Background: an optimization exercise with open tools, aiming at small area and a short achievable clock period. Do not read the settings as production practice. Function was not checked in any run shown here: the RTL went through the layout flow alone.

[design/flow/constraint.sdc]
create_clock -name core_clock -period 5.5 [get_ports {clk}]
set_input_delay 1.1000 -clock core_clock [delete_from_list [all_inputs] [get_ports {clk}]]
set_output_delay 1.1000 -clock core_clock [all_outputs]
set_load 0.01 [all_outputs]
[design/flow/config.mk]
export PLATFORM = sky130hd
export DESIGN_NAME = matrix_mul_sa_pipe
export DESIGN_NICKNAME = matrix_mul_sa_pipe
export VERILOG_FILES = /design/flow/design.v
export SDC_FILE = /design/flow/constraint.sdc
export NUM_CORES = 4
export LEC_CHECK = 0
export CAP_MARGIN = 20
export CORE_MARGIN = 2
export CORE_UTILIZATION = 40
export SETUP_SLACK_MARGIN = 3.2
export SLEW_MARGIN = 20
export TNS_END_PERCENT = 100
[design/flow/flow/run.sh]
#!/bin/bash
# Layout flow: the standard synthesis, then the synthesized netlist is
# replaced by the gate-level netlist that flow/gen.py builds for the same RTL
# (same registers, names and cell types, taken from the standard synthesis),
# then the standard flow from floorplan to finish. Port buffers use
# buf_1. Falls back to the standard flow if the netlist cannot be built.
set -u
R=orfs/results/sky130hd/matrix_mul_sa_pipe/base
export BUFFER_PORTS_ARGS="-buffer_cell sky130_fd_sc_hd__buf_1"
if bash standard.sh synth > synth.log 2>&1 \
   && cp $R/1_2_yosys.v std_synth.v \
   && python3 flow/gen.py net std_synth.v gen_netlist.v > gen.log 2>&1; then
    cp gen_netlist.v $R/1_2_yosys.v
    rm -f $R/1_synth.odb $R/1_synth.sdc
    echo "using generated netlist" > flow_choice.log
else
    echo "generated netlist failed; standard flow" > flow_choice.log
fi
bash standard.sh > layout.log 2>&1
[design/flow/flow/gen.py]
#!/usr/bin/env python3
"""Generator for the 3x3 streaming matrix multiplier.

  python3 gen.py rtl OUTDIR            write OUTDIR/pe.v and OUTDIR/matrix_mul_sa_pipe.v
  python3 gen.py net STD.v OUT.v       write a gate-level sky130hd netlist of the same
                                       design to OUT.v, taking register instance names
                                       and cell types from the standard synthesis STD.v

The RTL and the netlist come from one description, so they match at every
register: the netlist only chooses cells and signal polarities.

Each PE(i,j) is a two-stage multiply-accumulate unit. Stage 1 forms the
Baugh-Wooley partial products of a*b and reduces them with a Dadda tree of
full/half adders to T1 rows, which are registered (some bits inverted).
Stage 2 adds those rows to base = load ? 3K : acc, with K the Baugh-Wooley
constant, so three products after a load acc holds their exact sum.
"""
import re
import sys

W = 17                      # accumulator width
T1 = 2                      # rows left after stage 1
PREFIX = "ks"                # carry-propagate adder: "ks" Kogge-Stone, "sk" Sklansky
MULT = "booth"              # "bw" Baugh-Wooley array, "booth" radix-4 Booth on b
if MULT == "bw":
    K = (1 << 16) + (1 << 15) + (1 << 8)          # a*b = tree + K (mod 2^17)
else:
    K = -((1 << 8) + (1 << 10) + (1 << 12) + (1 << 14))
K3 = (3 * K) % (1 << W)
BW = 12 if MULT == "booth" else 8                 # width of a stored b operand

# rough delays (ns) used only to order adder inputs
D_FA, D_HA, D_INV, D_G = 0.42, 0.25, 0.05, 0.12


# ----------------------------------------------------------------------------
# logical signals carry an RTL expression name and, in the netlist, a literal
# (net, pol): the net holds the value when pol == 0 and its complement when 1.
class Sig:
    def __init__(self, rtl, net, pol, t):
        self.rtl, self.net, self.pol, self.t = rtl, net, pol, t


class Builder:
    def __init__(self, prefix):
        self.prefix = prefix
        self.rtl = []          # RTL assigns
        self.rtl_wires = []
        self.cells = []        # (type, {pin: net})
        self.nets = []
        self.n = 0
        self.invs = {}

    def wire(self, kind):
        self.n += 1
        return f"{kind}{self.n}"

    def net(self):
        self.n += 1
        name = f"{self.prefix}n{self.n}"
        self.nets.append(name)
        return name

    def cell(self, typ, **pins):
        self.cells.append((typ, pins))

    def lit(self, s, pol):
        """net carrying s's value xor pol"""
        if s.pol == pol:
            return s.net
        if s.net not in self.invs:
            y = self.net()
            self.cell("inv_1", A=s.net, Y=y)
            self.invs[s.net] = y
        return self.invs[s.net]

    def rtl_assign(self, expr, kind="w"):
        name = self.wire(kind)
        self.rtl_wires.append(name)
        self.rtl.append(f"    assign {name} = {expr};")
        return name

    # --- adders on logical signals
    def fa(self, x, y, z):
        pols = [x.pol, y.pol, z.pol]
        p = 1 if sum(pols) >= 2 else 0
        t = max(s.t + (D_INV if s.pol != p else 0) for s in (x, y, z))
        a, b, c = (self.lit(s, p) for s in (x, y, z))
        so, co = self.net(), self.net()
        self.cell("fa_1", A=a, B=b, CIN=c, SUM=so, COUT=co)
        rs = self.rtl_assign(f"{x.rtl} ^ {y.rtl} ^ {z.rtl}", "s")
        rc = self.rtl_assign(f"({x.rtl} & {y.rtl}) | ({x.rtl} & {z.rtl}) | ({y.rtl} & {z.rtl})", "c")
        return Sig(rs, so, p, t + D_FA), Sig(rc, co, p, t + D_FA)

    def ha(self, x, y):
        t = max(x.t, y.t)
        so, co = self.net(), self.net()
        if x.pol == 0 and y.pol == 0:
            self.cell("ha_1", A=x.net, B=y.net, SUM=so, COUT=co)
            t += D_HA
        elif x.pol == 1 and y.pol == 1:
            self.cell("xnor2_1", A=x.net, B=y.net, Y=so)       # ~(~x ^ ~y) = ~(x ^ y)
            self.cell("or2_1", A=x.net, B=y.net, X=co)         # ~x | ~y = ~(x & y)
            t += D_G + 0.05
            rs = self.rtl_assign(f"{x.rtl} ^ {y.rtl}", "s")
            rc = self.rtl_assign(f"{x.rtl} & {y.rtl}", "c")
            return Sig(rs, so, 1, t), Sig(rc, co, 1, t)
        else:
            if x.pol == 1:
                x, y = y, x                                     # x true, y inverted
            self.cell("xnor2_1", A=x.net, B=y.net, Y=so)       # ~(x ^ ~y) = x ^ y
            self.cell("nor2b_1", A=y.net, B_N=x.net, Y=co)     # ~(~y) & x = x & y
            t += D_G + 0.05
        rs = self.rtl_assign(f"{x.rtl} ^ {y.rtl}", "s")
        rc = self.rtl_assign(f"{x.rtl} & {y.rtl}", "c")
        return Sig(rs, so, 0, t), Sig(rc, co, 0, t)

    def reduce(self, cols, final):
        """Dadda reduction of columns of Sig to at most `final` bits each."""
        ncol = len(cols)
        d = [2]
        while d[-1] < max(len(x) for x in cols):
            d.append(d[-1] * 3 // 2)
        targets = [t for t in reversed(d[:-1]) if t >= final]
        for target in targets:
            new_cols = [[] for _ in range(ncol)]
            carries = [[] for _ in range(ncol + 1)]
            for c in range(ncol):
                bits = sorted(cols[c], key=lambda s: s.t)
                h = len(bits) + len(carries[c])
                out = []
                while h > target:
                    if h - target >= 2 and len(bits) >= 3:
                        # earliest bit plus the two next best matching its polarity
                        first = bits[0]
                        rest = bits[1:]
                        rest.sort(key=lambda s: (s.t + (D_INV if s.pol != first.pol else 0)))
                        grp = [first] + rest[:2]
                        for g in grp:
                            bits.remove(g)
                        s, cy = self.fa(*grp)
                        h -= 2
                    elif len(bits) >= 2:
                        s, cy = self.ha(bits.pop(0), bits.pop(0))
                        h -= 1
                    else:
                        break
                    out.append(s)
                    if c + 1 < ncol:
                        carries[c + 1].append(cy)
                new_cols[c] = bits + out + carries[c]
            cols = new_cols
        return cols


# ----------------------------------------------------------------------------
def build_pe(prefix, a_nets, b_nets, ld_net, nld_net, acc_nets, regnames):
    """Build one PE. Returns (builder, rtl_regs, q_info, acc_d_nets).

    a_nets/b_nets: nets of operand bits (true polarity); acc_nets: Q nets of
    the accumulator flip-flops; regnames: callable giving register nets."""
    B = Builder(prefix)
    cols = [[] for _ in range(W)]
    if MULT == "bw":
        # stage 1: partial products, all carried inverted
        for i in range(8):
            for j in range(8):
                y = B.net()
                if (i == 7) != (j == 7):
                    B.cell("and2_1", A=a_nets[i], B=b_nets[j], X=y)
                    r = B.rtl_assign(f"~(a[{i}] & b[{j}])", "p")
                else:
                    B.cell("nand2_1", A=a_nets[i], B=b_nets[j], Y=y)
                    r = B.rtl_assign(f"a[{i}] & b[{j}]", "p")
                cols[i + j].append(Sig(r, y, 1, D_G))
    else:
        # radix-4 Booth: b arrives encoded as one[k] = b[k], two[k] = b[4+k],
        # nneg[k] = b[8+k]; row k = (sel ^ neg) with sel = one & a[j] | two & a[j-1],
        # its top bit inverted (sign extension folded into K), plus neg at 2k
        for k in range(4):
            one, two, nneg = b_nets[k], b_nets[4 + k], b_nets[8 + k]
            ro, rt, rn = f"b[{k}]", f"b[{4 + k}]", f"b[{8 + k}]"
            for j in range(9):
                ns = B.net()
                aj = a_nets[min(j, 7)]
                raj = f"a[{min(j, 7)}]"
                if j == 0:
                    B.cell("nand2_1", A=one, B=aj, Y=ns)
                    rsel = f"({ro} & {raj})"
                else:
                    am = a_nets[j - 1]
                    B.cell("a22oi_1", A1=one, A2=aj, B1=two, B2=am, Y=ns)
                    rsel = f"(({ro} & {raj}) | ({rt} & a[{j - 1}]))"
                y = B.net()
                if j < 8:
                    # ~x = ~sel ^ neg = ~(nsel ^ nneg)
                    B.cell("xnor2_1", A=ns, B=nneg, Y=y)
                    r = B.rtl_assign(f"{rsel} ^ ~{rn}", "p")
                else:
                    # bit is ~x, carried inverted: net = x = ~sel ^ ~nneg
                    B.cell("xor2_1", A=ns, B=nneg, X=y)
                    r = B.rtl_assign(f"~({rsel} ^ ~{rn})", "p")
                cols[2 * k + j].append(Sig(r, y, 1, D_G + 0.2))
            r = B.rtl_assign(f"~{rn}", "p")
            cols[2 * k].append(Sig(r, nneg, 1, 0.0))
        # column 0 holds x[0][0] and neg[0]; add them here so that no stage-1
        # register is a plain copy of an operand bit
        s0, c0 = B.ha(cols[0][0], cols[0][1])
        cols[0] = [s0]
        cols[1].append(c0)
    cols = B.reduce(cols, T1)
    # registered rows: register q{k}_{c} holds the row bit, inverted when its
    # literal is inverted (so the flip-flop needs no inverter)
    qregs = []       # (regname, rtl expr for D, d_net, pol)
    qsigs = [[] for _ in range(W)]
    for c in range(W):
        assert len(cols[c]) <= T1
        for k, s in enumerate(cols[c]):
            name = f"q{k}_{c}"
            expr = f"~{s.rtl}" if s.pol else s.rtl
            qnet = regnames(name)
            qregs.append((name, expr, s.net))
            qsigs[c].append(Sig(f"({'~' if s.pol else ''}{name})", qnet, s.pol, 0.0))
    # stage 2: base, nand2/nor2 give base inverted
    cols2 = [[] for _ in range(W)]
    for c in range(W):
        y = B.net()
        if (K3 >> c) & 1:
            B.cell("nor2_1", A=acc_nets[c], B=ld_net, Y=y)
            r = B.rtl_assign(f"acc[{c}] | load", "b")
        else:
            B.cell("nand2_1", A=acc_nets[c], B=nld_net, Y=y)
            r = B.rtl_assign(f"acc[{c}] & nload", "b")
        cols2[c].append(Sig(r, y, 1, D_G + 0.1))
        cols2[c].extend(qsigs[c])
    cols2 = B.reduce(cols2, 2)
    # carry-propagate adder: Sklansky prefix with polarity tracking
    g, p, h = [], [], []
    for c in range(W):
        bits = cols2[c]
        if len(bits) == 2:
            u, v = bits
            # generate g = u & v, propagate p = u | v (prefix), half sum h = u ^ v
            gn, pn, hn = B.net(), B.net(), B.net()
            if u.pol == 0 and v.pol == 0:
                B.cell("nand2_1", A=u.net, B=v.net, Y=gn)
                gs = Sig(None, gn, 1, 0)
                B.cell("nor2_1", A=u.net, B=v.net, Y=pn)
                ps = Sig(None, pn, 1, 0)
                B.cell("xor2_1", A=u.net, B=v.net, X=hn)
                hs = Sig(None, hn, 0, 0)
            elif u.pol == 1 and v.pol == 1:
                B.cell("nor2_1", A=u.net, B=v.net, Y=gn)
                gs = Sig(None, gn, 0, 0)
                B.cell("nand2_1", A=u.net, B=v.net, Y=pn)
                ps = Sig(None, pn, 0, 0)
                B.cell("xor2_1", A=u.net, B=v.net, X=hn)
                hs = Sig(None, hn, 0, 0)
            else:
                if u.pol == 1:
                    u, v = v, u
                B.cell("nor2b_1", A=v.net, B_N=u.net, Y=gn)
                gs = Sig(None, gn, 0, 0)
                B.cell("nand2b_1", A_N=u.net, B=v.net, Y=pn)
                ps = Sig(None, pn, 0, 0)
                B.cell("xnor2_1", A=u.net, B=v.net, Y=hn)
                hs = Sig(None, hn, 0, 0)
            g.append(gs)
            p.append(ps)
            h.append(hs)
        elif len(bits) == 1:
            g.append(None)
            p.append(bits[0])
            h.append(bits[0])
        else:
            g.append(None)
            p.append(None)
            h.append(None)
    # rtl for stage 2 result rows
    r0 = [cols2[c][0].rtl if len(cols2[c]) > 0 else "1'b0" for c in range(W)]
    r1 = [cols2[c][1].rtl if len(cols2[c]) > 1 else "1'b0" for c in range(W)]

    def combine(hi, lo):
        """(G,P) of hi range combined with lower range lo; None means 0 for G."""
        Gh, Ph = hi
        Gl, Pl = lo
        if Gl is None:
            G = Gh
        elif Ph is None:
            G = Gh
        elif Gh is None:
            # G = Ph & Gl
            G = and_sig(B, Ph, Gl)
        else:
            G = aoi_sig(B, Gh, Ph, Gl)
        if Ph is None or Pl is None:
            P = None
        else:
            P = and_sig(B, Ph, Pl)
        return (G, P)

    # prefix over bits 0..W-2 (carries into bits 1..W-1)
    n = W - 1
    node = [(g[i], p[i]) for i in range(n)]
    lvl = 1
    while lvl < n:
        new = list(node)
        for i in range(n):
            if PREFIX == "sk" and (i // lvl) % 2 == 1:
                new[i] = combine(node[i], node[(i // lvl) * lvl - 1])
            elif PREFIX == "ks" and i >= lvl:
                new[i] = combine(node[i], node[i - lvl])
        node = new
        lvl *= 2
    carry = [None] + [node[i][0] for i in range(n)]
    acc_d = []
    for c in range(W):
        y = B.net()
        hs, cs = h[c], carry[c]
        if hs is None and cs is None:
            raise RuntimeError("constant sum bit")
        if cs is None:
            if hs.pol == 0:
                acc_d.append(hs.net)
                continue
            B.cell("inv_1", A=hs.net, Y=y)
        elif hs is None:
            if cs.pol == 0:
                acc_d.append(cs.net)
                continue
            B.cell("inv_1", A=cs.net, Y=y)
        elif hs.pol == cs.pol:
            B.cell("xor2_1", A=hs.net, B=cs.net, X=y)
        else:
            B.cell("xnor2_1", A=hs.net, B=cs.net, Y=y)
        acc_d.append(y)
    return B, qregs, r0, r1, acc_d


def and_sig(B, x, y):
    """x & y with polarity tracking."""
    o = B.net()
    if x.pol == 0 and y.pol == 0:
        B.cell("nand2_1", A=x.net, B=y.net, Y=o)
        return Sig(None, o, 1, 0)
    if x.pol == 1 and y.pol == 1:
        B.cell("nor2_1", A=x.net, B=y.net, Y=o)
        return Sig(None, o, 0, 0)
    if x.pol == 1:
        x, y = y, x
    # x true, y inverted: x & ~ny
    B.cell("nor2b_1", A=y.net, B_N=x.net, Y=o)
    return Sig(None, o, 0, 0)


def aoi_sig(B, gh, ph, gl):
    """gh | (ph & gl) with polarity tracking."""
    o = B.net()
    pols = [gh.pol, ph.pol, gl.pol]
    pol = 1 if sum(pols) >= 2 else 0
    a1, a2, b1 = B.lit(ph, pol), B.lit(gl, pol), B.lit(gh, pol)
    if pol == 0:
        B.cell("a21oi_1", A1=a1, A2=a2, B1=b1, Y=o)
        return Sig(None, o, 1, 0)
    # inputs inverted: ~G = ngh & (nph | ngl) -> G = o21ai
    B.cell("o21ai_1", A1=a1, A2=a2, B1=b1, Y=o)
    return Sig(None, o, 0, 0)


# ----------------------------------------------------------------------------
PES = [  # name, a operand reg, b operand reg, load strobe pair
    ("pe_11", "x1d1", "y1d1", "1"),
    ("pe_12", "x1d2", "y2d1", "2"),
    ("pe_13", "x1d3", "y3d1", "3"),
    ("pe_21", "x2d1", "y1d2", "2"),
    ("pe_22", "x2d2", "y2d2", "3"),
    ("pe_23", "x2d2", "y3d1", "3b"),
    ("pe_31", "x3d1", "y1d3", "3b"),
    ("pe_32", "x3d1", "y2d2", "3c"),
    ("pe_33", "x3d1", "y3d1", "3c"),
]
# load strobe pairs: (ld register, nld register, phase of ph_nx, ld reset kind,
# nld reset kind); the 3b/3c copies of pair 3 differ only in their reset value
# so that they stay separate registers, each driving two PEs
STROBES = {
    "1": ("ld1", "nld1", 2, None, None),
    "2": ("ld2", "nld2", 3, None, None),
    "3": ("ld3", "nld3", 0, None, None),
    "3b": ("ld3r", "nld3s", 0, "r", "s"),
    "3c": ("ld3s", "nld3r", 0, "s", "r"),
}
OPREGS = [("x1d1", "x_1"), ("x1d2", "x1d1"), ("x1d3", "x1d2"),
          ("x2d1", "x_2"), ("x2d2", "x2d1"), ("x3d1", "x_3"),
          ("y1d1", "y_1"), ("y1d2", "y1d1"), ("y1d3", "y1d2"),
          ("y2d1", "y_2"), ("y2d2", "y2d1"), ("y3d1", "y_3")]


def pe_template():
    """Build the PE once with placeholder nets to get its RTL."""
    a = [f"a[{i}]" for i in range(8)]
    b = [f"b[{i}]" for i in range(BW)]
    acc = [f"acc[{i}]" for i in range(W)]
    return build_pe("t_", a, b, "load", "nload", acc, lambda q: q)


def write_rtl(outdir):
    B, qregs, r0, r1, _ = pe_template()
    o = []
    o.append("// Generated by gen/gen.py (see gen/README.md): two-stage signed 8x8")
    o.append("// multiply-accumulate unit. Stage 1 reduces the " + ("Baugh-Wooley" if MULT == "bw" else "radix-4 Booth") + " partial products")
    o.append(f"// of a*b with a Dadda tree to {T1} rows and registers them (bits marked ~ are")
    o.append("// stored inverted). Stage 2 adds the rows to base = load ? 3K : acc, where")
    o.append("// K is the constant left out of stage 1, so")
    o.append("// three products after a load acc holds their exact sum (mod 2^17).")
    o.append("// nload must be ~load.")
    o.append("module pe (")
    o.append("    input                    clk,")
    o.append("    input                    load,")
    o.append("    input                    nload,")
    o.append("    input  signed [7:0]      a,")
    o.append(f"    input         [{BW - 1}:0]      b,")
    o.append("    output reg signed [16:0] acc")
    o.append(");")
    for w in B.rtl_wires:
        o.append(f"    wire {w};")
    for name, _, _ in qregs:
        o.append(f"    reg {name};")
    o.extend(B.rtl)
    o.append("    always @(posedge clk) begin")
    for name, expr, _ in qregs:
        o.append(f"        {name} <= {expr};")
    o.append("    end")
    o.append("    wire [16:0] r0 = {" + ", ".join(reversed(r0)) + "};")
    o.append("    wire [16:0] r1 = {" + ", ".join(reversed(r1)) + "};")
    o.append("    always @(posedge clk)")
    o.append("        acc <= r0 + r1;")
    o.append("endmodule")
    open(f"{outdir}/pe.v", "w").write("\n".join(o) + "\n")
    open(f"{outdir}/matrix_mul_sa_pipe.v", "w").write(top_rtl())


def booth_enc_exprs(y):
    """RTL expressions of the 12 stored Booth bits of port y: one[0..3],
    two[0..3], nneg[0..3]."""
    one, two, nneg = [], [], []
    for k in range(4):
        if k == 0:
            one.append(f"{y}[0]")
            two.append(f"({y}[1] & ~{y}[0])")
        else:
            one.append(f"({y}[{2 * k}] ^ {y}[{2 * k - 1}])")
            two.append(f"(({y}[{2 * k + 1}] ^ {y}[{2 * k}]) & ~({y}[{2 * k}] ^ {y}[{2 * k - 1}]))")
        nneg.append(f"~{y}[{2 * k + 1}]")
    return one + two + nneg


def top_rtl():
    t = TOP_RTL.replace("@BW1@", str(BW - 1))
    if MULT == "booth":
        enc = ["    // y operands are stored radix-4 Booth encoded: bits 3:0 one, 7:4 two,",
               "    // 11:8 inverted sign of each digit"]
        for i in (1, 2, 3):
            ex = booth_enc_exprs(f"y_{i}")
            enc.append(f"    wire [11:0] ye{i} = {{" + ", ".join(reversed(ex)) + "};")
        t = t.replace("@YENC@", "\n".join(enc) + "\n")
        for i in (1, 2, 3):
            t = t.replace(f"@Y{i}@", f"ye{i}")
    else:
        t = t.replace("@YENC@", "")
        for i in (1, 2, 3):
            t = t.replace(f"@Y{i}@", f"y_{i}")
    return t


TOP_RTL = """// 3x3 matrix multiplier on a skewed stream, one matrix pair every 4 cycles.
module matrix_mul_sa_pipe #(
    parameter DW = 8
)(
    input                    clk,
    input                    rst_n,
    input                    start,
    input  signed [DW-1:0]   x_1, x_2, x_3, y_1, y_2, y_3,
    output                   p11_v, p1221_v, p132231_v, p3223_v, p33_v,
    output signed [2*DW:0]   p_1_1, p_1_2, p_1_3, p_2_1, p_2_2, p_2_3, p_3_1, p_3_2, p_3_3
);
    // window phase: ph = cycle mod 4 once start is high; run set from cycle 4;
    // results of window n are valid in cycles 4n+5, 4n+6, 4n+7
    reg [1:0] ph;
    reg       run;
    reg       v0, v1, v2;
    always @(posedge clk or negedge rst_n) begin
        if (!rst_n) begin
            ph  <= 2'd0;
            run <= 1'b0;
            v0  <= 1'b0;
            v1  <= 1'b0;
            v2  <= 1'b0;
        end else begin
            ph  <= ph + {1'b0, start};
            run <= run | (start & (ph == 2'd3));
            v0  <= start & run & (ph == 2'd0);
            v1  <= start & run & (ph == 2'd1);
            v2  <= start & run & (ph == 2'd2);
        end
    end
    assign p11_v     = v0;
    assign p1221_v   = v1;
    assign p132231_v = v2;
    assign p3223_v   = v2;
    assign p33_v     = v2;

    // operand delay lines (no reset: only values from the current stream are used)
    reg signed [DW-1:0] x1d1, x1d2, x1d3, x2d1, x2d2, x3d1;
    reg        [@BW1@:0] y1d1, y1d2, y1d3, y2d1, y2d2, y3d1;
@YENC@    always @(posedge clk) begin
        x1d1 <= x_1; x1d2 <= x1d1; x1d3 <= x1d2;
        x2d1 <= x_2; x2d2 <= x2d1;
        x3d1 <= x_3;
        y1d1 <= @Y1@; y1d2 <= y1d1; y1d3 <= y1d2;
        y2d1 <= @Y2@; y2d2 <= y2d1;
        y3d1 <= @Y3@;
    end

    // PE(i,j) accumulates from phase max(i,j) + 1 on; load strobes (and their
    // complements) are registered from the next phase
    wire [1:0] ph_nx = ph + {1'b0, start};
    reg ld1, ld2, ld3, nld1, nld2, nld3;
    always @(posedge clk) begin
        ld1  <= (ph_nx == 2'd2);
        ld2  <= (ph_nx == 2'd3);
        ld3  <= (ph_nx == 2'd0);
        nld1 <= (ph_nx != 2'd2);
        nld2 <= (ph_nx != 2'd3);
        nld3 <= (ph_nx != 2'd0);
    end
    // copies of ld3/nld3 for the other four phase-0 PEs (fanout); they differ
    // from each other only in their reset values, which no result depends on
    reg ld3r, nld3s, ld3s, nld3r;
    always @(posedge clk or negedge rst_n) begin
        if (!rst_n) begin
            ld3r  <= 1'b0;
            nld3s <= 1'b1;
            ld3s  <= 1'b1;
            nld3r <= 1'b0;
        end else begin
            ld3r  <= (ph_nx == 2'd0);
            nld3s <= (ph_nx != 2'd0);
            ld3s  <= (ph_nx == 2'd0);
            nld3r <= (ph_nx != 2'd0);
        end
    end

    pe pe_11 (.clk(clk), .load(ld1), .nload(nld1), .a(x1d1), .b(y1d1), .acc(p_1_1));
    pe pe_12 (.clk(clk), .load(ld2), .nload(nld2), .a(x1d2), .b(y2d1), .acc(p_1_2));
    pe pe_13 (.clk(clk), .load(ld3), .nload(nld3), .a(x1d3), .b(y3d1), .acc(p_1_3));
    pe pe_21 (.clk(clk), .load(ld2), .nload(nld2), .a(x2d1), .b(y1d2), .acc(p_2_1));
    pe pe_22 (.clk(clk), .load(ld3), .nload(nld3), .a(x2d2), .b(y2d2), .acc(p_2_2));
    pe pe_23 (.clk(clk), .load(ld3r), .nload(nld3s), .a(x2d2), .b(y3d1), .acc(p_2_3));
    pe pe_31 (.clk(clk), .load(ld3r), .nload(nld3s), .a(x3d1), .b(y1d3), .acc(p_3_1));
    pe pe_32 (.clk(clk), .load(ld3s), .nload(nld3r), .a(x3d1), .b(y2d2), .acc(p_3_2));
    pe pe_33 (.clk(clk), .load(ld3s), .nload(nld3r), .a(x3d1), .b(y3d1), .acc(p_3_3));
endmodule
"""


# ----------------------------------------------------------------------------
def esc(name):
    return "\\" + name + " "


def write_net(std_path, out_path):
    # registers of the standard synthesis: base name -> (instance name, cell)
    std = {}
    for m in re.finditer(r"(sky130_fd_sc_hd__d\w+)\s+\\(\S+)\s*\(", open(std_path).read()):
        cell, inst = m.group(1), m.group(2)
        base = inst.split("$")[0]
        std[base] = (inst, cell)
    cells = []       # (type, inst, pins)
    nets = set()
    regs_used = {}

    def reg(base, d, q, reset=None):
        if base not in std:
            raise RuntimeError(f"register {base} not in standard synthesis")
        inst, cell = std[base]
        if reset is True:
            reset = "r"
        want = {None: "dfxtp", "r": "dfrtp", "s": "dfstp"}[reset]
        if not cell.startswith(f"sky130_fd_sc_hd__{want}"):
            raise RuntimeError(f"register {base} is {cell}, expected {want}")
        pins = {"CLK": "clk", "D": d, "Q": q}
        if reset == "r":
            pins["RESET_B"] = "rst_n"
        elif reset == "s":
            pins["SET_B"] = "rst_n"
        cells.append((cell[len("sky130_fd_sc_hd__"):], esc(inst), pins))
        regs_used[base] = True

    cnt = [0]

    def gate(typ, **pins):
        cnt[0] += 1
        cells.append((typ, f"_g{cnt[0]}_", pins))

    def net(name):
        nets.add(name)
        return name

    # operand registers
    opq = {}
    for r, src in OPREGS:
        opq[r] = [net(f"{r}_q{i}") for i in range(BW if r[0] == "y" else 8)]
    enc = {}
    if MULT == "booth":
        for yi in ("y_1", "y_2", "y_3"):
            e = [net(f"{yi}_e{i}") for i in range(12)]
            b = [f"{yi}[{i}]" for i in range(8)]
            for k in range(4):
                if k == 0:
                    gate("buf_1", A=b[0], X=e[0])
                    gate("nor2b_1", A=b[0], B_N=b[1], Y=e[4])
                else:
                    x = net(f"{yi}_x{k}")
                    gate("xor2_1", A=b[2 * k], B=b[2 * k - 1], X=e[k])
                    gate("xnor2_1", A=b[2 * k + 1], B=b[2 * k], Y=x)
                    gate("nor2_1", A=e[k], B=x, Y=e[4 + k])
                gate("inv_1", A=b[2 * k + 1], Y=e[8 + k])
            enc[yi] = e
    for r, src in OPREGS:
        for i in range(len(opq[r])):
            if src in enc:
                d = enc[src][i]
            elif src.startswith(("x_", "y_")):
                d = f"{src}[{i}]"
            else:
                d = opq[src][i]
            reg(f"{r}[{i}]", d, opq[r][i])
    # control
    ph = [net("ph_q0"), net("ph_q1")]
    run, v0, v1 = net("run_q"), "p11_v", "p1221_v"
    v2 = "p132231_v"
    phd = [net("ph_d0"), net("ph_d1")]
    t0 = net("ph_t")
    gate("xor2_1", A="ph_q0", B="start", X=phd[0])
    gate("and2_1", A="ph_q0", B="start", X=t0)
    gate("xor2_1", A="ph_q1", B=t0, X=phd[1])
    reg("ph[0]", phd[0], ph[0], True)
    reg("ph[1]", phd[1], ph[1], True)
    rund = net("run_d")
    gate("a31o_1", A1="start", A2=ph[0], A3=ph[1], B1=run, X=rund)
    reg("run", rund, run, True)
    for v, vd, g in ((v0, "v0_d", None), (v1, "v1_d", None), (v2, "v2_d", None)):
        net(vd)
    gate("and4bb_1", A_N=ph[0], B_N=ph[1], C="start", D=run, X="v0_d")
    gate("and4b_1", A_N=ph[1], B=ph[0], C="start", D=run, X="v1_d")
    gate("and4b_1", A_N=ph[0], B=ph[1], C="start", D=run, X="v2_d")
    reg("v0", "v0_d", v0, True)
    reg("v1", "v1_d", v1, True)
    reg("v2", "v2_d", v2, True)
    gate("buf_1", A=v2, X="p3223_v")
    gate("buf_1", A=v2, X="p33_v")
    # ph_nx == 2, 3, 0 and complements
    for n_ in ("eq2", "ne2", "eq3", "ne3", "eq0", "ne0"):
        net(n_)
    gate("nor2b_1", A=phd[0], B_N=phd[1], Y="eq2")
    gate("nand2b_1", A_N=phd[0], B=phd[1], Y="ne2")
    gate("and2_1", A=phd[0], B=phd[1], X="eq3")
    gate("nand2_1", A=phd[0], B=phd[1], Y="ne3")
    gate("nor2_1", A=phd[0], B=phd[1], Y="eq0")
    gate("or2_1", A=phd[0], B=phd[1], X="ne0")
    ld, nld = {}, {}
    for key, (lr, nr, ph_, lk, nk) in STROBES.items():
        ld[key] = net(f"{lr}_q")
        nld[key] = net(f"{nr}_q")
        reg(lr, f"eq{ph_}", ld[key], lk)
        reg(nr, f"ne{ph_}", nld[key], nk)
    # PEs
    outname = {"pe_11": "p_1_1", "pe_12": "p_1_2", "pe_13": "p_1_3",
               "pe_21": "p_2_1", "pe_22": "p_2_2", "pe_23": "p_2_3",
               "pe_31": "p_3_1", "pe_32": "p_3_2", "pe_33": "p_3_3"}
    for name, ra, rb, grp in PES:
        acc = [f"{outname[name]}[{c}]" for c in range(W)]
        qnets = {}

        def regnames(q, name=name, qnets=qnets):
            qnets[q] = net(f"{name}_{q}")
            return qnets[q]
        B, qregs, _, _, acc_d = build_pe(f"{name}_", opq[ra], opq[rb], ld[grp], nld[grp], acc, regnames)
        for n_ in B.nets:
            nets.add(n_)
        for typ, pins in B.cells:
            cnt[0] += 1
            cells.append((typ, f"_g{cnt[0]}_", pins))
        for q, expr, dnet in qregs:
            reg(f"{name}.{q}", dnet, qnets[q])
        for c in range(W):
            reg(f"{name}.acc[{c}]", acc_d[c], acc[c])
    # size flip-flops by fanout (the drive strength may differ from synthesis)
    fo = {}
    for typ, inst, pins in cells:
        for k, v in pins.items():
            if k not in ("X", "Y", "Q", "SUM", "COUT"):
                fo[v] = fo.get(v, 0) + 1
    for idx, (typ, inst, pins) in enumerate(cells):
        if typ.startswith(("dfxtp", "dfrtp", "dfstp")):
            n_ = fo.get(pins["Q"], 0)
            if n_ > 12:
                cells[idx] = (typ[:5] + "_4", inst, pins)
            elif n_ > 5:
                cells[idx] = (typ[:5] + "_2", inst, pins)
    missing = set(std) - set(regs_used)
    if missing:
        raise RuntimeError(f"standard registers not built: {sorted(missing)[:5]}")
    # write
    o = []
    ports = ["clk", "rst_n", "start", "x_1", "x_2", "x_3", "y_1", "y_2", "y_3",
             "p11_v", "p1221_v", "p132231_v", "p3223_v", "p33_v"] + \
            [f"p_{i}_{j}" for i in (1, 2, 3) for j in (1, 2, 3)]
    o.append("module matrix_mul_sa_pipe(" + ", ".join(ports) + ");")
    for p_ in ("clk", "rst_n", "start"):
        o.append(f"  input {p_};")
    for p_ in ("x_1", "x_2", "x_3", "y_1", "y_2", "y_3"):
        o.append(f"  input [7:0] {p_};")
    for p_ in ("p11_v", "p1221_v", "p132231_v", "p3223_v", "p33_v"):
        o.append(f"  output {p_};")
    for i in (1, 2, 3):
        for j in (1, 2, 3):
            o.append(f"  output [16:0] p_{i}_{j};")
    for n_ in sorted(nets):
        o.append(f"  wire {n_};")
    for typ, inst, pins in cells:
        conns = ", ".join(f".{k}({v})" for k, v in pins.items())
        o.append(f"  sky130_fd_sc_hd__{typ} {inst}({conns});")
    o.append("endmodule")
    open(out_path, "w").write("\n".join(o) + "\n")
    from collections import Counter
    cc = Counter(t for t, _, _ in cells)
    sys.stderr.write("cells: " + ", ".join(f"{k} {v}" for k, v in sorted(cc.items())) + "\n")


if __name__ == "__main__":
    if sys.argv[1] == "rtl":
        write_rtl(sys.argv[2])
    elif sys.argv[1] == "net":
        write_net(sys.argv[2], sys.argv[3])
[design/flow/standard.sh]
#!/bin/bash
# synth_recipe.tcl (not shown) runs the flow's synth.tcl, then flattens the netlist and writes it again
# the make line also repeats each setting of config.mk as NAME=value (left out here)
make -C /OpenROAD-flow-scripts/flow DESIGN_CONFIG=/design/flow/config.mk WORK_HOME=/design/flow/orfs CLKGATE_MAP_FILE= SYNTH_SCRIPT=/design/flow/synth_recipe.tcl "${@:-finish}"
[design/flow/design.v]
module pe (
    input                    clk,
    input                    load,
    input                    nload,
    input  signed [7:0]      a,
    input         [11:0]      b,
    output reg signed [16:0] acc
);
    wire p3;
    wire p6;
    wire p9;
    wire p12;
    wire p15;
    wire p18;
    wire p21;
    wire p24;
    wire p27;
    wire p28;
    wire p31;
    wire p34;
    wire p37;
    wire p40;
    wire p43;
    wire p46;
    wire p49;
    wire p52;
    wire p55;
    wire p56;
    wire p59;
    wire p62;
    wire p65;
    wire p68;
    wire p71;
    wire p74;
    wire p77;
    wire p80;
    wire p83;
    wire p84;
    wire p87;
    wire p90;
    wire p93;
    wire p96;
    wire p99;
    wire p102;
    wire p105;
    wire p108;
    wire p111;
    wire p112;
    wire s115;
    wire c116;
    wire s119;
    wire c120;
    wire s123;
    wire c124;
    wire s127;
    wire c128;
    wire s131;
    wire c132;
    wire s135;
    wire c136;
    wire s139;
    wire c140;
    wire s143;
    wire c144;
    wire s147;
    wire c148;
    wire s151;
    wire c152;
    wire s155;
    wire c156;
    wire s159;
    wire c160;
    wire s163;
    wire c164;
    wire s167;
    wire c168;
    wire s171;
    wire c172;
    wire s175;
    wire c176;
    wire s179;
    wire c180;
    wire s183;
    wire c184;
    wire s187;
    wire c188;
    wire s191;
    wire c192;
    wire s195;
    wire c196;
    wire s199;
    wire c200;
    wire b202;
    wire b204;
    wire b206;
    wire b208;
    wire b210;
    wire b212;
    wire b214;
    wire b216;
    wire b218;
    wire b220;
    wire b222;
    wire b224;
    wire b226;
    wire b228;
    wire b230;
    wire b232;
    wire b234;
    wire s237;
    wire c238;
    wire s241;
    wire c242;
    wire s245;
    wire c246;
    wire s249;
    wire c250;
    wire s253;
    wire c254;
    wire s257;
    wire c258;
    wire s261;
    wire c262;
    wire s265;
    wire c266;
    wire s269;
    wire c270;
    wire s273;
    wire c274;
    wire s277;
    wire c278;
    wire s281;
    wire c282;
    wire s285;
    wire c286;
    wire s289;
    wire c290;
    reg q0_0;
    reg q0_1;
    reg q1_1;
    reg q0_2;
    reg q1_2;
    reg q0_3;
    reg q1_3;
    reg q0_4;
    reg q1_4;
    reg q0_5;
    reg q1_5;
    reg q0_6;
    reg q1_6;
    reg q0_7;
    reg q1_7;
    reg q0_8;
    reg q1_8;
    reg q0_9;
    reg q1_9;
    reg q0_10;
    reg q1_10;
    reg q0_11;
    reg q1_11;
    reg q0_12;
    reg q1_12;
    reg q0_13;
    reg q1_13;
    reg q0_14;
    assign p3 = (b[0] & a[0]) ^ ~b[8];
    assign p6 = ((b[0] & a[1]) | (b[4] & a[0])) ^ ~b[8];
    assign p9 = ((b[0] & a[2]) | (b[4] & a[1])) ^ ~b[8];
    assign p12 = ((b[0] & a[3]) | (b[4] & a[2])) ^ ~b[8];
    assign p15 = ((b[0] & a[4]) | (b[4] & a[3])) ^ ~b[8];
    assign p18 = ((b[0] & a[5]) | (b[4] & a[4])) ^ ~b[8];
    assign p21 = ((b[0] & a[6]) | (b[4] & a[5])) ^ ~b[8];
    assign p24 = ((b[0] & a[7]) | (b[4] & a[6])) ^ ~b[8];
    assign p27 = ~(((b[0] & a[7]) | (b[4] & a[7])) ^ ~b[8]);
    assign p28 = ~b[8];
    assign p31 = (b[1] & a[0]) ^ ~b[9];
    assign p34 = ((b[1] & a[1]) | (b[5] & a[0])) ^ ~b[9];
    assign p37 = ((b[1] & a[2]) | (b[5] & a[1])) ^ ~b[9];
    assign p40 = ((b[1] & a[3]) | (b[5] & a[2])) ^ ~b[9];
    assign p43 = ((b[1] & a[4]) | (b[5] & a[3])) ^ ~b[9];
    assign p46 = ((b[1] & a[5]) | (b[5] & a[4])) ^ ~b[9];
    assign p49 = ((b[1] & a[6]) | (b[5] & a[5])) ^ ~b[9];
    assign p52 = ((b[1] & a[7]) | (b[5] & a[6])) ^ ~b[9];
    assign p55 = ~(((b[1] & a[7]) | (b[5] & a[7])) ^ ~b[9]);
    assign p56 = ~b[9];
    assign p59 = (b[2] & a[0]) ^ ~b[10];
    assign p62 = ((b[2] & a[1]) | (b[6] & a[0])) ^ ~b[10];
    assign p65 = ((b[2] & a[2]) | (b[6] & a[1])) ^ ~b[10];
    assign p68 = ((b[2] & a[3]) | (b[6] & a[2])) ^ ~b[10];
    assign p71 = ((b[2] & a[4]) | (b[6] & a[3])) ^ ~b[10];
    assign p74 = ((b[2] & a[5]) | (b[6] & a[4])) ^ ~b[10];
    assign p77 = ((b[2] & a[6]) | (b[6] & a[5])) ^ ~b[10];
    assign p80 = ((b[2] & a[7]) | (b[6] & a[6])) ^ ~b[10];
    assign p83 = ~(((b[2] & a[7]) | (b[6] & a[7])) ^ ~b[10]);
    assign p84 = ~b[10];
    assign p87 = (b[3] & a[0]) ^ ~b[11];
    assign p90 = ((b[3] & a[1]) | (b[7] & a[0])) ^ ~b[11];
    assign p93 = ((b[3] & a[2]) | (b[7] & a[1])) ^ ~b[11];
    assign p96 = ((b[3] & a[3]) | (b[7] & a[2])) ^ ~b[11];
    assign p99 = ((b[3] & a[4]) | (b[7] & a[3])) ^ ~b[11];
    assign p102 = ((b[3] & a[5]) | (b[7] & a[4])) ^ ~b[11];
    assign p105 = ((b[3] & a[6]) | (b[7] & a[5])) ^ ~b[11];
    assign p108 = ((b[3] & a[7]) | (b[7] & a[6])) ^ ~b[11];
    assign p111 = ~(((b[3] & a[7]) | (b[7] & a[7])) ^ ~b[11]);
    assign p112 = ~b[11];
    assign s115 = p3 ^ p28;
    assign c116 = p3 & p28;
    assign s119 = p112 ^ p21;
    assign c120 = p112 & p21;
    assign s123 = p24 ^ p46;
    assign c124 = p24 & p46;
    assign s127 = p27 ^ p49;
    assign c128 = p27 & p49;
    assign s131 = p84 ^ p15;
    assign c132 = p84 & p15;
    assign s135 = p18 ^ p40;
    assign c136 = p18 & p40;
    assign s139 = p43 ^ p65 ^ p87;
    assign c140 = (p43 & p65) | (p43 & p87) | (p65 & p87);
    assign s143 = p68 ^ p90 ^ s123;
    assign c144 = (p68 & p90) | (p68 & s123) | (p90 & s123);
    assign s147 = p71 ^ p93 ^ s127;
    assign c148 = (p71 & p93) | (p71 & s127) | (p93 & s127);
    assign s151 = p52 ^ p74 ^ p96;
    assign c152 = (p52 & p74) | (p52 & p96) | (p74 & p96);
    assign s155 = p55 ^ p77;
    assign c156 = p55 & p77;
    assign s159 = p56 ^ p9;
    assign c160 = p56 & p9;
    assign s163 = p12 ^ p34;
    assign c164 = p12 & p34;
    assign s167 = p37 ^ p59 ^ s131;
    assign c168 = (p37 & p59) | (p37 & s131) | (p59 & s131);
    assign s171 = p62 ^ s135 ^ c132;
    assign c172 = (p62 & s135) | (p62 & c132) | (s135 & c132);
    assign s175 = s119 ^ c136 ^ s139;
    assign c176 = (s119 & c136) | (s119 & s139) | (c136 & s139);
    assign s179 = c120 ^ c140 ^ s143;
    assign c180 = (c120 & c140) | (c120 & s143) | (c140 & s143);
    assign s183 = c124 ^ s147 ^ c144;
    assign c184 = (c124 & s147) | (c124 & c144) | (s147 & c144);
    assign s187 = c128 ^ s151 ^ c148;
    assign c188 = (c128 & s151) | (c128 & c148) | (s151 & c148);
    assign s191 = p99 ^ s155 ^ c152;
    assign c192 = (p99 & s155) | (p99 & c152) | (s155 & c152);
    assign s195 = p80 ^ p102 ^ c156;
    assign c196 = (p80 & p102) | (p80 & c156) | (p102 & c156);
    assign s199 = p83 ^ p105;
    assign c200 = p83 & p105;
    assign b202 = acc[0] & nload;
    assign b204 = acc[1] & nload;
    assign b206 = acc[2] & nload;
    assign b208 = acc[3] & nload;
    assign b210 = acc[4] & nload;
    assign b212 = acc[5] & nload;
    assign b214 = acc[6] & nload;
    assign b216 = acc[7] & nload;
    assign b218 = acc[8] | load;
    assign b220 = acc[9] & nload;
    assign b222 = acc[10] & nload;
    assign b224 = acc[11] & nload;
    assign b226 = acc[12] & nload;
    assign b228 = acc[13] & nload;
    assign b230 = acc[14] & nload;
    assign b232 = acc[15] & nload;
    assign b234 = acc[16] | load;
    assign s237 = (~q0_1) ^ (~q1_1);
    assign c238 = (~q0_1) & (~q1_1);
    assign s241 = (~q0_2) ^ (~q1_2) ^ b206;
    assign c242 = ((~q0_2) & (~q1_2)) | ((~q0_2) & b206) | ((~q1_2) & b206);
    assign s245 = (~q0_3) ^ (~q1_3) ^ b208;
    assign c246 = ((~q0_3) & (~q1_3)) | ((~q0_3) & b208) | ((~q1_3) & b208);
    assign s249 = (~q0_4) ^ (~q1_4) ^ b210;
    assign c250 = ((~q0_4) & (~q1_4)) | ((~q0_4) & b210) | ((~q1_4) & b210);
    assign s253 = (~q0_5) ^ (~q1_5) ^ b212;
    assign c254 = ((~q0_5) & (~q1_5)) | ((~q0_5) & b212) | ((~q1_5) & b212);
    assign s257 = (~q0_6) ^ (~q1_6) ^ b214;
    assign c258 = ((~q0_6) & (~q1_6)) | ((~q0_6) & b214) | ((~q1_6) & b214);
    assign s261 = (~q0_7) ^ (~q1_7) ^ b216;
    assign c262 = ((~q0_7) & (~q1_7)) | ((~q0_7) & b216) | ((~q1_7) & b216);
    assign s265 = (~q0_8) ^ (~q1_8) ^ b218;
    assign c266 = ((~q0_8) & (~q1_8)) | ((~q0_8) & b218) | ((~q1_8) & b218);
    assign s269 = (~q0_9) ^ (~q1_9) ^ b220;
    assign c270 = ((~q0_9) & (~q1_9)) | ((~q0_9) & b220) | ((~q1_9) & b220);
    assign s273 = (~q0_10) ^ (~q1_10) ^ b222;
    assign c274 = ((~q0_10) & (~q1_10)) | ((~q0_10) & b222) | ((~q1_10) & b222);
    assign s277 = (~q0_11) ^ (~q1_11) ^ b224;
    assign c278 = ((~q0_11) & (~q1_11)) | ((~q0_11) & b224) | ((~q1_11) & b224);
    assign s281 = (~q0_12) ^ (~q1_12) ^ b226;
    assign c282 = ((~q0_12) & (~q1_12)) | ((~q0_12) & b226) | ((~q1_12) & b226);
    assign s285 = (~q0_13) ^ (~q1_13) ^ b228;
    assign c286 = ((~q0_13) & (~q1_13)) | ((~q0_13) & b228) | ((~q1_13) & b228);
    assign s289 = (~q0_14) ^ b230;
    assign c290 = (~q0_14) & b230;
    always @(posedge clk) begin
        q0_0 <= ~s115;
        q0_1 <= ~p6;
        q1_1 <= ~c116;
        q0_2 <= ~p31;
        q1_2 <= ~s159;
        q0_3 <= ~s163;
        q1_3 <= ~c160;
        q0_4 <= ~s167;
        q1_4 <= ~c164;
        q0_5 <= ~s171;
        q1_5 <= ~c168;
        q0_6 <= ~s175;
        q1_6 <= ~c172;
        q0_7 <= ~s179;
        q1_7 <= ~c176;
        q0_8 <= ~s183;
        q1_8 <= ~c180;
        q0_9 <= ~s187;
        q1_9 <= ~c184;
        q0_10 <= ~s191;
        q1_10 <= ~c188;
        q0_11 <= ~s195;
        q1_11 <= ~c192;
        q0_12 <= ~s199;
        q1_12 <= ~c196;
        q0_13 <= ~p108;
        q1_13 <= ~c200;
        q0_14 <= ~p111;
    end
    wire [16:0] r0 = {b234, b232, s289, s285, s281, s277, s273, s269, s265, s261, s257, s253, s249, s245, s241, b204, (~q0_0)};
    wire [16:0] r1 = {1'b0, c290, c286, c282, c278, c274, c270, c266, c262, c258, c254, c250, c246, c242, c238, s237, b202};
    always @(posedge clk)
        acc <= r0 + r1;
endmodule
module matrix_mul_sa_pipe #(
    parameter DW = 8
)(
    input                    clk,
    input                    rst_n,
    input                    start,
    input  signed [DW-1:0]   x_1, x_2, x_3, y_1, y_2, y_3,
    output                   p11_v, p1221_v, p132231_v, p3223_v, p33_v,
    output signed [2*DW:0]   p_1_1, p_1_2, p_1_3, p_2_1, p_2_2, p_2_3, p_3_1, p_3_2, p_3_3
);
    reg [1:0] ph;
    reg       run;
    reg       v0, v1, v2;
    always @(posedge clk or negedge rst_n) begin
        if (!rst_n) begin
            ph  <= 2'd0;
            run <= 1'b0;
            v0  <= 1'b0;
            v1  <= 1'b0;
            v2  <= 1'b0;
        end else begin
            ph  <= ph + {1'b0, start};
            run <= run | (start & (ph == 2'd3));
            v0  <= start & run & (ph == 2'd0);
            v1  <= start & run & (ph == 2'd1);
            v2  <= start & run & (ph == 2'd2);
        end
    end
    assign p11_v     = v0;
    assign p1221_v   = v1;
    assign p132231_v = v2;
    assign p3223_v   = v2;
    assign p33_v     = v2;
    reg signed [DW-1:0] x1d1, x1d2, x1d3, x2d1, x2d2, x3d1;
    reg        [11:0] y1d1, y1d2, y1d3, y2d1, y2d2, y3d1;
    wire [11:0] ye1 = {~y_1[7], ~y_1[5], ~y_1[3], ~y_1[1], ((y_1[7] ^ y_1[6]) & ~(y_1[6] ^ y_1[5])), ((y_1[5] ^ y_1[4]) & ~(y_1[4] ^ y_1[3])), ((y_1[3] ^ y_1[2]) & ~(y_1[2] ^ y_1[1])), (y_1[1] & ~y_1[0]), (y_1[6] ^ y_1[5]), (y_1[4] ^ y_1[3]), (y_1[2] ^ y_1[1]), y_1[0]};
    wire [11:0] ye2 = {~y_2[7], ~y_2[5], ~y_2[3], ~y_2[1], ((y_2[7] ^ y_2[6]) & ~(y_2[6] ^ y_2[5])), ((y_2[5] ^ y_2[4]) & ~(y_2[4] ^ y_2[3])), ((y_2[3] ^ y_2[2]) & ~(y_2[2] ^ y_2[1])), (y_2[1] & ~y_2[0]), (y_2[6] ^ y_2[5]), (y_2[4] ^ y_2[3]), (y_2[2] ^ y_2[1]), y_2[0]};
    wire [11:0] ye3 = {~y_3[7], ~y_3[5], ~y_3[3], ~y_3[1], ((y_3[7] ^ y_3[6]) & ~(y_3[6] ^ y_3[5])), ((y_3[5] ^ y_3[4]) & ~(y_3[4] ^ y_3[3])), ((y_3[3] ^ y_3[2]) & ~(y_3[2] ^ y_3[1])), (y_3[1] & ~y_3[0]), (y_3[6] ^ y_3[5]), (y_3[4] ^ y_3[3]), (y_3[2] ^ y_3[1]), y_3[0]};
    always @(posedge clk) begin
        x1d1 <= x_1; x1d2 <= x1d1; x1d3 <= x1d2;
        x2d1 <= x_2; x2d2 <= x2d1;
        x3d1 <= x_3;
        y1d1 <= ye1; y1d2 <= y1d1; y1d3 <= y1d2;
        y2d1 <= ye2; y2d2 <= y2d1;
        y3d1 <= ye3;
    end
    wire [1:0] ph_nx = ph + {1'b0, start};
    reg ld1, ld2, ld3, nld1, nld2, nld3;
    always @(posedge clk) begin
        ld1  <= (ph_nx == 2'd2);
        ld2  <= (ph_nx == 2'd3);
        ld3  <= (ph_nx == 2'd0);
        nld1 <= (ph_nx != 2'd2);
        nld2 <= (ph_nx != 2'd3);
        nld3 <= (ph_nx != 2'd0);
    end
    reg ld3r, nld3s, ld3s, nld3r;
    always @(posedge clk or negedge rst_n) begin
        if (!rst_n) begin
            ld3r  <= 1'b0;
            nld3s <= 1'b1;
            ld3s  <= 1'b1;
            nld3r <= 1'b0;
        end else begin
            ld3r  <= (ph_nx == 2'd0);
            nld3s <= (ph_nx != 2'd0);
            ld3s  <= (ph_nx == 2'd0);
            nld3r <= (ph_nx != 2'd0);
        end
    end
    pe pe_11 (.clk(clk), .load(ld1), .nload(nld1), .a(x1d1), .b(y1d1), .acc(p_1_1));
    pe pe_12 (.clk(clk), .load(ld2), .nload(nld2), .a(x1d2), .b(y2d1), .acc(p_1_2));
    pe pe_13 (.clk(clk), .load(ld3), .nload(nld3), .a(x1d3), .b(y3d1), .acc(p_1_3));
    pe pe_21 (.clk(clk), .load(ld2), .nload(nld2), .a(x2d1), .b(y1d2), .acc(p_2_1));
    pe pe_22 (.clk(clk), .load(ld3), .nload(nld3), .a(x2d2), .b(y2d2), .acc(p_2_2));
    pe pe_23 (.clk(clk), .load(ld3r), .nload(nld3s), .a(x2d2), .b(y3d1), .acc(p_2_3));
    pe pe_31 (.clk(clk), .load(ld3r), .nload(nld3s), .a(x3d1), .b(y1d3), .acc(p_3_1));
    pe pe_32 (.clk(clk), .load(ld3s), .nload(nld3r), .a(x3d1), .b(y2d2), .acc(p_3_2));
    pe pe_33 (.clk(clk), .load(ld3s), .nload(nld3r), .a(x3d1), .b(y3d1), .acc(p_3_3));
endmodule
==> run notes, run 1 <==
Die X=279 µm; status=timing/DRC/antenna clean; worst path required time=5.99 ns; Max-cap violations=0; Detail Route Antenna Nets=0; Hold Path End=x1d3[0]$_DFF_P_; Worst slew margin=43.6%; final hold vios=0; Layout Nets=3775; Hold WC Path Type=reg2reg; GP Congestion=0.923; drt via density=5.15; core area=74700 µm²; clock root cell=clkbuf_16; Tmin final=2.50 ns; num ports=209; Synth Warn #=2; Slew Viols, Final=0; DRT iter0 DRCs=1509; DR WL/cell=18.5 µm; commonest non-fill, non-tap cell in the layout=xnor2_1; std cell rows=100; Initial Util=40.5%; cts bufs inserted=61; overall global routing resource usage=20.9%; Reg area=11200 µm²; area of the multi-input gates=20000 µm²; Setup Skew=0.0436 ns; Residual DRC=0; Setup CP Type=reg2reg; Crit Reg-Reg Startpoint=nld3s$_DFF_PN1_; Worst Max-Slew Pin Slew=0.846 ns; WHS=0.411 ns; port bufs=208; Setup TNS Final=0 ns; first-pass GRT wire length=128 mm; first drt pass iteration count=6; most frequent cells in the layout=xnor2_1, nand2_1, dfxtp_1; layout cell share with drive strength beyond 1=19.4%; Setup crit start=nld3s$_DFF_PN1_; Post-Syn Nets=3451; startpoint types=flip-flop; Setup Viol. Count Final=0; r2r worst-path depth=9; FF-to-FF setup slack=3.00 ns; vias post-DR=23300; vias in the first global route=23100; Netlist Area Pre-Place=30200 µm²; Clk Latency, worst-skew pair=0.64 ns; CP endpoint kind=flip-flop; Vert. Die Dim=279 µm; Clk pin slew, worst setup/hold paths=0.06 ns; reg2reg end=pe_23.acc[14]$_DFF_P_; layout filler cell count=7054; crit-path max FO=6; placed wire-length estimate=59.6 mm; largest net degree at the start of global routing=34; Final Routed Wirelength=83.9 mm; Max Clk Rate=401 MHz; Cells after Synth=3184; antenna violations before repair=1; CP arrival=2.99 ns; Max Buffers Root-to-Sink=3; Congestion Overflow GR=0; die area=77800 µm²; critical hold path startpoint=x1d2[0]$_DFF_P_; hold_buf cts=0; TritonCTS clock tree=done; htree depth=2; worst hold path depth=0; Avg Cell Area, Syn=9.50 µm²; post-route clock period utilization=45.4%; CTS sink count=541; RSZ-0062 raised after global routing=true; synthesis-to-layout area growth=20.3%
==> final cells by class <==
cell class	instances	share of cell area (%)
multi-input combinational	2590	54.9
sequential	541	30.8
timing repair buffer	266	4.53
clock inverter	35	1.19
tap	969	3.33
clock buffer	80	4.78
inverter	48	0.495
antenna	1	0.00687
==> worst max-delay path: stages (launching register included) <==
cell and delay, ns:
dfstp_4 0.67, buf_6 0.18, nand2_1 0.09, fa_2 0.57, nand2_1 0.10, a21oi_2 0.19, o21ai_1 0.12, a21oi_2 0.19
o21ai_1 0.11, xor2_1 0.14
==> routing by layer <==
| layer | wire length (µm) | vias up | global-route usage (%) |
|---|---|---|---|
| li1 | - | 11300 | - |
| met1 | 37500 | 11200 | 28.4 |
| met2 | 39000 | 631 | 34.2 |
| met3 | 4740 | 129 | 3.25 |
| met4 | 2600 | 2 | 6.56 |
| met5 | 13 | - | 0 |
==> worst max-delay path by stage <==
stage	endpoint	slack [ns]	depth (start not counted)
finish	pe_23.acc[14]$_DFF_P_	3.00	9
global route	pe_31.acc[15]$_DFF_P_	2.90	10
CTS	pe_31.acc[16]$_DFF_P_	3.05	10
detailed placement	pe_31.acc[16]$_DFF_P_	2.78	8
global placement	pe_31.acc[16]$_DFF_P_	2.84	8
floorplan	pe_23.acc[15]$_DFF_P_	3.24	8
==> timing repair <==
item | 4_1_cts | 5_1_grt
gates resized for setup | 134 | 311
setup buffers | 30 | 24
pin swaps | 10 | 59
gates cloned | 0 | 4
endpoints found under the setup margin | 130 | 115
==> stage by stage <==
step / instances / util, % / setup WS [ns] / instance area [µm²]
floorplan: 3184 / - / 3.24 / 30200
global placement: 4356 / 43.1 / 2.84 / 32200
detailed placement: 4356 / 43.1 / 2.78 / 32200
CTS: 4501 / 46.9 / 3.05 / 35100
global route: 4529 / 48.7 / 2.90 / 36400
finish: 4530 / 48.7 / 3.00 / 36400
==> inputs of run 2 (changes only) <==
--- a/design/flow/config.mk
+++ b/design/flow/config.mk
@@ -8,6 +8,9 @@
 export CAP_MARGIN = 20
 export CORE_MARGIN = 2
 export CORE_UTILIZATION = 40
+export CTS_BUF_LIST = sky130_fd_sc_hd__clkbuf_16
+export CTS_CLUSTER_DIAMETER = 80
+export CTS_CLUSTER_SIZE = 25
 export SETUP_SLACK_MARGIN = 3.2
 export SLEW_MARGIN = 20
 export TNS_END_PERCENT = 100
==> run notes, run 2 <==
core area=74700 µm²; FF-to-FF setup slack=2.96 ns; RSZ-0062 raised after global routing=true; startpoint types=flip-flop; worst path required time=6.03 ns; vias in the first global route=22800; clock root cell=clkbuf_16; vias post-DR=23100; layout cell share with drive strength beyond 1=18.1%; placed cells=4356; Synth Warn #=2; antenna violations before repair=1; CP endpoint kind=flip-flop; Die X=279 µm; cts bufs inserted=36; CTS sink count=541; port bufs=208; Avg Cell Area, Syn=9.50 µm²; Detail Route Antenna Nets=0; Setup Skew=0.0442 ns; Residual DRC=0; synthesis-to-layout area growth=18.0%; PnR worst setup slack=2.96 ns; drt via density=5.14; layout filler cell count=7194; post-route clock period utilization=46.2%; Core Util, Final=47.8%; final hold vios=0; hold_buf cts=0; Initial Util=40.5%; commonest non-fill, non-tap cell in the layout=xnor2_1; die area=77800 µm²; DP Worst Slack=2.78 ns; crit-path max FO=7; Netlist Area Pre-Place=30200 µm²; status=timing/DRC/antenna clean; Clk Latency, worst-skew pair=0.61 ns; placed wire-length estimate=59.6 mm; Setup CP Type=reg2reg; Clk pin slew, worst setup/hold paths=0.09 ns; Post-Layout Cell Count=4487; htree depth=2; Post-Syn Nets=3451; largest net degree at the start of global routing=34; WHS=0.435 ns; Max Buffers Root-to-Sink=3; Congestion Overflow GR=0; Cells after Synth=3184; DR WL/cell=18.5 µm; first drt pass iteration count=5; Max Clk Rate=394 MHz; Worst Max-Slew Pin Slew=0.839 ns; Tmin final=2.54 ns; Setup Viol. Count Final=0; overall global routing resource usage=20.8%; r2r worst-path depth=10; most frequent cells in the layout=xnor2_1, nand2_1, dfxtp_1; worst hold path depth=0; Hold WC Path Type=reg2reg; Reg area=11200 µm²; CP arrival=3.07 ns; num ports=209; Setup TNS Final=0 ns; Final Routed Wirelength=82.8 mm; Worst slew margin=44.1%; Max-cap violations=0; DRT iter0 DRCs=1544; std cell rows=100; area of the multi-input gates=20300 µm²; TritonCTS clock tree=done; Slew Viols, Final=0; first-pass GRT wire length=127 mm; Layout Nets=3756; Vert. Die Dim=279 µm; GP Congestion=0.923
run 2: changes by cell type in the layout (fill, tap and decap cells not counted), sizes merged:
cell,previous run,this run
clkinvlp,6,3
bufinv,8,4
buf,233,269
clkinv,20,10
inv,49,59
clkbuf,113,41
run 2: path summary, 6_finish.rpt:
path,to,start
max,pe_23.acc[9]$_DFF_P_,nld3s$_DFF_PN1_
min,x1d3[0]$_DFF_P_,x1d2[0]$_DFF_P_
min in group asynchronous,v1$_DFF_PN0_,rst_n
max reg2reg,pe_23.acc[9]$_DFF_P_,nld3s$_DFF_PN1_
max in group asynchronous,nld3r$_DFF_PN0_,rst_n
min reg2reg,x1d3[0]$_DFF_P_,x1d2[0]$_DFF_P_
run 2: repair_timing:
action / CTS / global route
buffers inserted: 31 / 31
gates resized for setup: 101 / 337
endpoints found under the setup margin: 107 / 91
pin swaps: 15 / 87
endpoints found under the hold margin: 0 / 0
gates cloned: 1 / 1
run 2: layout make-up:
class                      instances  share of cell area [%]
antenna                            1                 0.00701
multi-input combinational       2590                    56.7
inverter                          48                   0.505
tap                              969                    3.40
clock buffer                      38                    2.66
sequential                       541                    31.3
timing repair buffer             272                    4.42
clock inverter                    28                   0.943
run 2: routing by layer:
metal  wire, µm  track usage, %  up-vias  part of all wire (%)
met3       4360            2.72       98                   5.3
met5          0               0        -                     0
li1           -               -    11300                     -
met4       2040            5.73        0                   2.5
met1      37500            28.6    11100                    45
met2      38900            34.3      585                    47
run 2: stage by stage:
step | area [µm²]
after floorplan | 30200
after global placement | 32200
after detailed placement | 32200
after CTS | 34200
after global routing | 35700
final | 35700
run 2: critical path: stages, from the launching register on:
cell     delay, ns
dfstp_4       0.64
buf_6         0.12
buf_12        0.16
nand2_1       0.08
fa_1          0.49
nand2_1       0.15
nand2_1       0.15
nor2_1        0.21
nand2_1       0.08
o21ai_1       0.24
xor2_1        0.16

[port drivers added, routing unchanged]
How much do the figures lean on ideal ports? The routed layouts below were timed once more, with nothing changed but the port constraints. Step 1, drivers: a clkbuf_16 drives clk and a buf_2 each remaining input, both assumed. Step 2 moves the port delays by t, midway between the first and last clock arrival at a register: inputs arrive t later, outputs are due t later. That takes back most of the time a late clock gives input paths. Three values: no drivers, after step 1, after step 2; two values: the first two.
run	shift t [ns]	setup WS [ns]	worst setup path after step 2
run 1	0.681	3.004 / 3.004 / 3.004	register to register
run 2	0.655	2.959 / 2.959 / 2.959	register to register
After both steps setup and hold are still met in every run listed.
